This is an optimization exercise on Yosys and OpenROAD, whose aim is small area, a short achievable clock period and few clock cycles, not a production implementation. Only simulation tests tie the RTL to the original design; equivalence was not proved.

==> inputs of run a <==
==> flow/design.v (excerpt) <==
module PE (
	input clk,
	input rst,
	input PE_en,
	input [13-1:0] i_config,
	input [32-1:0] ifmap,
	input [32-1:0] filter,
	input [32-1:0] ipsum,
	input ifmap_valid,
	input filter_valid,
	input ipsum_valid,
	input opsum_ready,
	output reg [32-1:0] opsum,
	output reg ifmap_ready,
	output reg filter_ready,
	output reg ipsum_ready,
	output reg opsum_valid
);
==> flow/config.mk <==
export PLATFORM = sky130hd
export DESIGN_NAME = PE
export DESIGN_NICKNAME = PE
export VERILOG_FILES = /design/flow/design.v
export SDC_FILE = /design/flow/constraint.sdc
export NUM_CORES = 8
export LEC_CHECK = 0
export CAP_MARGIN = 20
export CORE_MARGIN = 2
export CORE_UTILIZATION = 40
export SLEW_MARGIN = 20
==> flow/constraint.sdc <==
create_clock -name core_clock -period 12.0 [get_ports {clk}]
set_input_delay 2.4000 -clock core_clock [delete_from_list [all_inputs] [get_ports {clk}]]
set_output_delay 2.4000 -clock core_clock [all_outputs]
set_load 0.01 [all_outputs]
standard.sh (not shown) runs the stock make flow with config.mk's settings and CLKGATE_MAP_FILE= SYNTH_SCRIPT=/design/flow/synth_recipe.tcl, a recipe that flattens the netlist after the stock synthesis.
==> flow/flow/run.sh <==
#!/bin/bash
# Standard ORFS layout, with repair_timing asked for more setup margin than the clock needs.
set -euo pipefail
bash standard.sh SETUP_SLACK_MARGIN=8 TNS_END_PERCENT=100 finish > standard.log 2>&1
==> run b (differences from run a) <==
==> flow/run.sh (new file) <==
#!/bin/bash
# synth_recipe.tcl (not shown) runs the flow's synth.tcl, then flattens the netlist and writes it again
# the make line also repeats each setting of config.mk as NAME=value (left out here)
make -C /OpenROAD-flow-scripts/flow DESIGN_CONFIG=/design/flow/config.mk WORK_HOME=/design/flow/orfs CLKGATE_MAP_FILE= SYNTH_SCRIPT=/design/flow/synth_recipe.tcl finish
Settings changed: SETUP_SLACK_MARGIN set to 5, TNS_END_PERCENT set to 100.
removed: flow/flow/run.sh
removed: flow/standard.sh
==> comparison table <==
Result of the run: run a no timing/DRC/antenna violations; run b no timing/DRC/antenna violations
Clock latency at the later pin of the worst-skew pair: run a 0.76 ns; run b 0.74 ns
Proportion of cell area occupied by multi-input gates: run a 0.416; run b 0.422
Place WS: run a 5.11 ns; run b 5.07 ns
Post-detail-place hpwl: run a 169000 µm; run b 167000 µm
Number of clock buffers in the layout: run a 120; run b 127
Global-route wire length before repair: run a 301000 µm; run b 281000 µm
Total wire length: run a 221000 µm; run b 202000 µm
Iteration-0 DRC count of the detailed router: run a 4000; run b 3623
Final core utilization: run a 0.500; run b 0.455
Fraction of the cycle the final worst path needs: run a 0.360; run b 0.516
Wire length on met3: run a 19500 µm; run b 15800 µm
Unrepaired setup endpoints after global routing: run a true; run b false
Logic depth of the worst path, buffers included: run a 13; run b 11
DR WL met2: run a 100000 µm; run b 91500 µm
Terminus of the critical flop-to-flop path: run a ca_4_5$_DFFE_PN_; run b ca_9_16$_DFFE_PN_
Fin cells: run a 6904; run b 6588
Register-to-Register Setup Slack: run a 7.75 ns; run b 6.61 ns
Testbench counts of run a, summed over its fixed seeds: cycles 9,744.
Testbench counts of run b, summed over its fixed seeds: cycles 9,744.

========
==> fjord <==
PE, a different RTL version from the one above (not shown whole).
export LEC_CHECK = 0
export ABC_CLOCK_PERIOD_IN_PS = 3000
export CAP_MARGIN = 50
export CORE_MARGIN = 2
export CORE_UTILIZATION = 40
export SETUP_SLACK_MARGIN = 5
export SLEW_MARGIN = 50
export TNS_END_PERCENT = 100
create_clock -name core_clock -period 12.0 [get_ports {clk}]
run.sh (not shown) runs the stock make flow with config.mk's settings and CLKGATE_MAP_FILE= SYNTH_SCRIPT=/design/flow/synth_recipe.tcl, a recipe that flattens the netlist after the stock synthesis.
Stock flow here: none of the scripts above is used.
==> quartz (differences from fjord) <==
==> flow/flow/run.sh (new file) <==
#!/bin/bash
# Standard ORFS layout, with repair_timing asked for more setup margin than the clock needs.
set -euo pipefail
bash standard.sh SETUP_SLACK_MARGIN=8 TNS_END_PERCENT=100 finish > standard.log 2>&1
==> flow/standard.sh (new file) <==
#!/bin/bash
# synth_recipe.tcl (not shown) runs the flow's synth.tcl, then flattens the netlist and writes it again
# the make line also repeats each setting of config.mk as NAME=value (left out here)
make -C /OpenROAD-flow-scripts/flow DESIGN_CONFIG=/design/flow/config.mk WORK_HOME=/design/flow/orfs CLKGATE_MAP_FILE= SYNTH_SCRIPT=/design/flow/synth_recipe.tcl "${@:-finish}"
Settings changed: ABC_CLOCK_PERIOD_IN_PS 3000 to default, CAP_MARGIN 50 to 20, SETUP_SLACK_MARGIN 5 to default, SLEW_MARGIN 50 to 20, TNS_END_PERCENT 100 to default.
removed: flow/run.sh
==> metrics.cfg <==
[grt]
grt_pass1_wl_microns = 258000

[clock_network]
clk-insertion-delay-late_ns = 0.75

[run_status]
status = no timing/DRC/antenna violations

[final_layout]
fin_util_pct = 49.8

# the run above: quartz

==> metrics.cfg <==
[grt]
grt_pass1_wl_microns = 249000

[logic_synthesis]
synth_area_leader_cell = edfxtp_1
synth-adder-area-share_pct = 28.6
synth_top_area_share_pct = 43.1

[clock_network]
clk-insertion-delay-late_ns = 0.74

[sta]
slew_viol_final = 0

[run_status]
status = no timing/DRC/antenna violations

[final_layout]
fin_util_pct = 45.4

# the run above: fjord

Testbench counts of fjord, summed over its fixed seeds: cycles 9,744.
Testbench counts of quartz, summed over its fixed seeds: cycles 9,744.

==> separate check: timing with driven ports <==
In the flow no input, the clock included, has a driving cell. The finished layouts below were timed again as built, in two steps. Step 1: set_driving_cell puts a clkbuf_16 on clk and a buf_2 on each other input, an assumption about the parent block. Step 2, shift: input delay + t, output delay - t, t = (earliest + latest rising clock arrival at the registers) / 2. This alone moves slack from input paths to output paths. Slacks: no drivers / after step 1 / after step 2; pairs: no drivers / after step 1.
run	t (ns)	setup WS [ns]	worst slew at a driven data input, ns
run a	0.812	7.675 / 7.715 / 6.902	0.06
run b	0.791	5.812 / 5.853 / 5.061	0.06
fjord	0.781	5.635 / 5.635 / 5.635	0.07
quartz	0.794	6.931 / 6.931 / 6.912	0.08
After both steps every run listed still meets setup and hold. For run a, which loses most, drivers alone change the setup slack by +0.040 ns; drivers and shift together by -0.773 ns.
